What follows belongs to an exercise in optimizing a design on an open flow for small area and a short achievable clock period; a production flow would make more cautious choices.
The RTL was checked by simulation tests, not by an equivalence proof against the original design.
No activity file was given, so power comes from the tool's default toggle rates. No driver is modelled on the clock port, so clocking that relies on it looks cheaper here than on a real chip.

==> flow/design.v (excerpt) <==
module fifo (
	input  [31:0] DI,
	input         RE,
	input         WE,
	input         clk,
	input         rst,
	output [31:0] res,
	output        read_valid,
	output        r_err,
	output        w_err
);
clock: 5.0 ns
lec_check: 0
cap_margin: 20
core_margin: 2
core_utilization: 60
cts_buf_list: sky130_fd_sc_hd__clkbuf_16
cts_cluster_diameter: 100
cts_cluster_size: 25
setup_slack_margin: 2.9
slew_margin: 20
standard.sh (not shown) runs the stock make flow with config.mk's settings and CLKGATE_MAP_FILE= SYNTH_SCRIPT=/design/flow/synth_recipe.tcl, a recipe that flattens the netlist after the stock synthesis.
==> flow/flow/run.sh <==
#!/bin/bash
# The standard layout with two changes: small port buffers (the flow's
# timing repair upsizes those on critical paths) and a clock tree without
# dummy loads.  Each tool's output goes to the ORFS logs under orfs/logs;
# make's own output goes to standard.log here.
set -euo pipefail
bash standard.sh \
  "BUFFER_PORTS_ARGS=-buffer_cell sky130_fd_sc_hd__buf_2" \
  "CTS_ARGS=-sink_clustering_enable -repair_clock_nets -sink_clustering_size 25 -sink_clustering_max_diameter 100 -buf_list sky130_fd_sc_hd__clkbuf_16 -dont_use_dummy_load" \
  finish > standard.log 2>&1
Rerun with:
--- a/flow/flow/run.sh
+++ b/flow/flow/run.sh
@@ -6,5 +6,5 @@
 set -euo pipefail
 bash standard.sh \
-  "BUFFER_PORTS_ARGS=-buffer_cell sky130_fd_sc_hd__buf_2" \
+  "BUFFER_PORTS_ARGS=-buffer_cell sky130_fd_sc_hd__buf_1" \
   "CTS_ARGS=-sink_clustering_enable -repair_clock_nets -sink_clustering_size 25 -sink_clustering_max_diameter 100 -buf_list sky130_fd_sc_hd__clkbuf_16 -dont_use_dummy_load" \
   finish > standard.log 2>&1
SETUP_SLACK_MARGIN = 2.7   (was 2.9)
Cell area came out lower by 1.3%.
Core utilization came out lower by 0.88 points.
Count of clock-buffer cells in the layout stays the same.
Routed wire length came out higher by 0.59%.
Critical path depth stays the same.
Sequential cell count does not change.
Synthesized area stays the same.
Clock skew came out lower by 13 ps.
Rerun with:
==> flow/run.sh (new file) <==
#!/bin/bash
# synth_recipe.tcl (not shown) runs the flow's synth.tcl, then flattens the netlist and writes it again
# the make line also repeats each setting of config.mk as NAME=value (left out here)
make -C /OpenROAD-flow-scripts/flow DESIGN_CONFIG=/design/flow/config.mk WORK_HOME=/design/flow/orfs CLKGATE_MAP_FILE= SYNTH_SCRIPT=/design/flow/synth_recipe.tcl finish
SETUP_SLACK_MARGIN = 2.9   (was 2.7)
removed: flow/flow/run.sh
removed: flow/standard.sh
=> Sequential share of layout area goes down by 1.8 points. Routed wire length barely changes. Hold slack stays flat. Cell count goes up by 1.8%.

---

old:
fifo again, from the RTL that the note above started with.
clock: 5.0 ns
lec_check: 0
cap_margin: 20
core_margin: 2
core_utilization: 70
cts_buf_list: sky130_fd_sc_hd__clkbuf_16
cts_cluster_diameter: 100
cts_cluster_size: 30
setup_slack_margin: 2.7
slew_margin: 20
==> flow/flow/run.sh <==
#!/bin/bash
# The standard layout with three changes:
#  - the read multiplexer of the standard synthesis is re-mapped with larger
#    AND-OR cells (flow/remap_readmux.py; registers are untouched),
#  - small port buffers (timing repair upsizes those on critical paths),
#  - a clock tree without dummy loads.
# make's output goes to standard_synth.log and standard.log here, each
# tool's own log to orfs/logs/.
set -euo pipefail
ARGS=(
  "BUFFER_PORTS_ARGS=-buffer_cell sky130_fd_sc_hd__buf_1"
  "CTS_ARGS=-sink_clustering_enable -repair_clock_nets -sink_clustering_size 30 -sink_clustering_max_diameter 100 -buf_list sky130_fd_sc_hd__clkbuf_16 -dont_use_dummy_load"
)
bash standard.sh "${ARGS[@]}" synth > standard_synth.log 2>&1
R=orfs/results/sky130hd/fifo/base
cp $R/1_2_yosys.v $R/1_2_yosys_standard.v
python3 flow/remap_readmux.py $R/1_2_yosys_standard.v $R/1_2_yosys.v > remap.log 2>&1
# rebuild the synthesis database from the re-mapped netlist
rm -f $R/1_synth.odb $R/1_synth.sdc
bash standard.sh "${ARGS[@]}" finish > standard.log 2>&1
Other scripts of this flow, unchanged in this note and not shown: flow/flow/remap_readmux.py
Modified inputs, new compared to old
- swapping 70 for 60 in CORE_UTILIZATION
- swapping 30 for 25 in CTS_CLUSTER_SIZE
-- flow/flow/run.sh --
<<< old, line 12
  "CTS_ARGS=-sink_clustering_enable -repair_clock_nets -sink_clustering_size 30 -sink_clustering_max_diameter 100 -buf_list sky130_fd_sc_hd__clkbuf_16 -dont_use_dummy_load"
>>> new, line 12
  "CTS_ARGS=-sink_clustering_enable -repair_clock_nets -sink_clustering_size 25 -sink_clustering_max_diameter 100 -buf_list sky130_fd_sc_hd__clkbuf_16 -dont_use_dummy_load"
==> comparison <==
On clock insertion delay at the later pin of the skew report, new and old are basically level. Comparing new against old, there is no change at all in number of sequential cells in the layout. Per the comparison of new with old, clock-buffer cell count has increased; share of final-layout standard cells stronger than drive strength 1 moved up; upper clock frequency limit comparable. Delta(static leakage, new - old) > 0. The via count reported for new is lower than the one for old. Status: final critical delay including setup and external delays parity (new, old). The initial standard-cell utilization of the core of new is lower than that of old. new completed; timing, DRC and antenna clean.

---

fifo, a different RTL version from the one above (not shown whole).
Size: ~1,700 cells after synthesis, roughly 37,000 µm² of cells after synthesis.
export LEC_CHECK = 0
export CAP_MARGIN = 20
export CORE_MARGIN = 2
export CORE_UTILIZATION = 70
export CTS_BUF_LIST = sky130_fd_sc_hd__clkbuf_16
export CTS_CLUSTER_DIAMETER = 100
export CTS_CLUSTER_SIZE = 30
export SETUP_SLACK_MARGIN = 2.7
export SLEW_MARGIN = 20
create_clock -name core_clock -period 5.0 [get_ports {clk}]
==> flow/flow/run.sh <==
#!/bin/bash
# The standard layout with three changes:
#  - the read multiplexer of the standard synthesis is re-mapped with larger
#    AND-OR cells (flow/remap_readsel.py; registers are untouched),
#  - small port buffers (timing repair upsizes those on critical paths),
#  - a clock tree without dummy loads.
# make's output goes to standard_synth.log and standard.log here, each
# tool's own log to orfs/logs/.
set -euo pipefail
ARGS=(
  "BUFFER_PORTS_ARGS=-buffer_cell sky130_fd_sc_hd__buf_1"
  "CTS_ARGS=-sink_clustering_enable -repair_clock_nets -sink_clustering_size 30 -sink_clustering_max_diameter 100 -buf_list sky130_fd_sc_hd__clkbuf_16 -dont_use_dummy_load"
)
bash standard.sh "${ARGS[@]}" synth > standard_synth.log 2>&1
R=orfs/results/sky130hd/fifo/base
cp $R/1_2_yosys.v $R/1_2_yosys_standard.v
python3 flow/remap_readsel.py $R/1_2_yosys_standard.v $R/1_2_yosys.v > remap.log 2>&1
# rebuild the synthesis database from the re-mapped netlist
rm -f $R/1_synth.odb $R/1_synth.sdc
bash standard.sh "${ARGS[@]}" finish > standard.log 2>&1
Other scripts of this flow, unchanged in this note and not shown: flow/flow/remap_readsel.py
Next try:
--- a/flow/flow/run.sh
+++ b/flow/flow/run.sh
@@ -1,6 +1,7 @@
 #!/bin/bash
 # The standard layout with three changes:
-#  - the read multiplexer of the standard synthesis is re-mapped with larger
-#    AND-OR cells (flow/remap_readsel.py; registers are untouched),
+#  - the read multiplexer of the standard synthesis is rebuilt as 32 select
+#    lines, nor2 of the predecode registers lo_n/hi_n, feeding AND-OR cells
+#    (flow/remap_readsel.py; registers are untouched),
 #  - small port buffers (timing repair upsizes those on critical paths),
 #  - a clock tree without dummy loads.
--- a/flow/config.mk
+++ b/flow/config.mk
@@ -6,5 +6,5 @@
 export NUM_CORES = 4
 export LEC_CHECK = 0
-export CAP_MARGIN = 20
+export CAP_MARGIN = 10
 export CORE_MARGIN = 2
 export CORE_UTILIZATION = 70
@@ -12,4 +12,4 @@
 export CTS_CLUSTER_DIAMETER = 100
 export CTS_CLUSTER_SIZE = 30
-export SETUP_SLACK_MARGIN = 2.7
-export SLEW_MARGIN = 20
+export SETUP_SLACK_MARGIN = 2.68
+export SLEW_MARGIN = 10
What happened:
- The new run produced a clean layout
- sequential share of layout area increases by 0.51 points
- non-clock buffer count drops by 26
- wire length fell by 1.1%
- die area is unchanged
- via count falls by 1.1%
- flip-flop and latch count stays the same
- final cell count went down by 1.0%
- synthesized area does not change
- final area falls by 0.63%
- clock power hardly moves

[afterwards: timing with drivers on the ports]
In the flow no input, the clock included, has a driving cell. The finished layouts below were timed again as built, in two steps. Step 1 assumes that a clkbuf_16 drives the clock port and a buf_2 every other input. Step 2 adds t to the input delays and takes it off the output delays; t is the mean of the earliest and latest rising clock arrival at the registers after step 1. Input paths then give back, and output paths get back, about the clock's delay inside the block. Three values: no drivers, after step 1, after step 2; two values: the first two.
run | shift t [ns] | setup slack, ns | clock arrival spread, ns
the first run of note 1 | 0.691 | 2.665 / 2.627 / 2.224 | 0.042 / 0.043
the second run of note 1 | 0.691 | 2.660 / 2.614 / 2.119 | 0.026 / 0.027
the third run of note 1 | 0.682 | 2.650 / 2.608 / 2.065 | 0.030 / 0.030
old | 0.670 | 2.650 / 2.614 / 2.183 | 0.041 / 0.042
new | 0.685 | 2.652 / 2.614 / 2.067 | 0.034 / 0.035
the first run of note 3 | 0.657 | 2.660 / 2.620 / 2.145 | 0.044 / 0.045
the second run of note 3 | 0.651 | 2.653 / 2.612 / 2.062 | 0.040 / 0.040
After both steps every run listed still meets setup and hold. The setup slack of the second run of note 3, which loses most, moves by -0.041 ns with the drivers and by -0.591 ns with both steps.
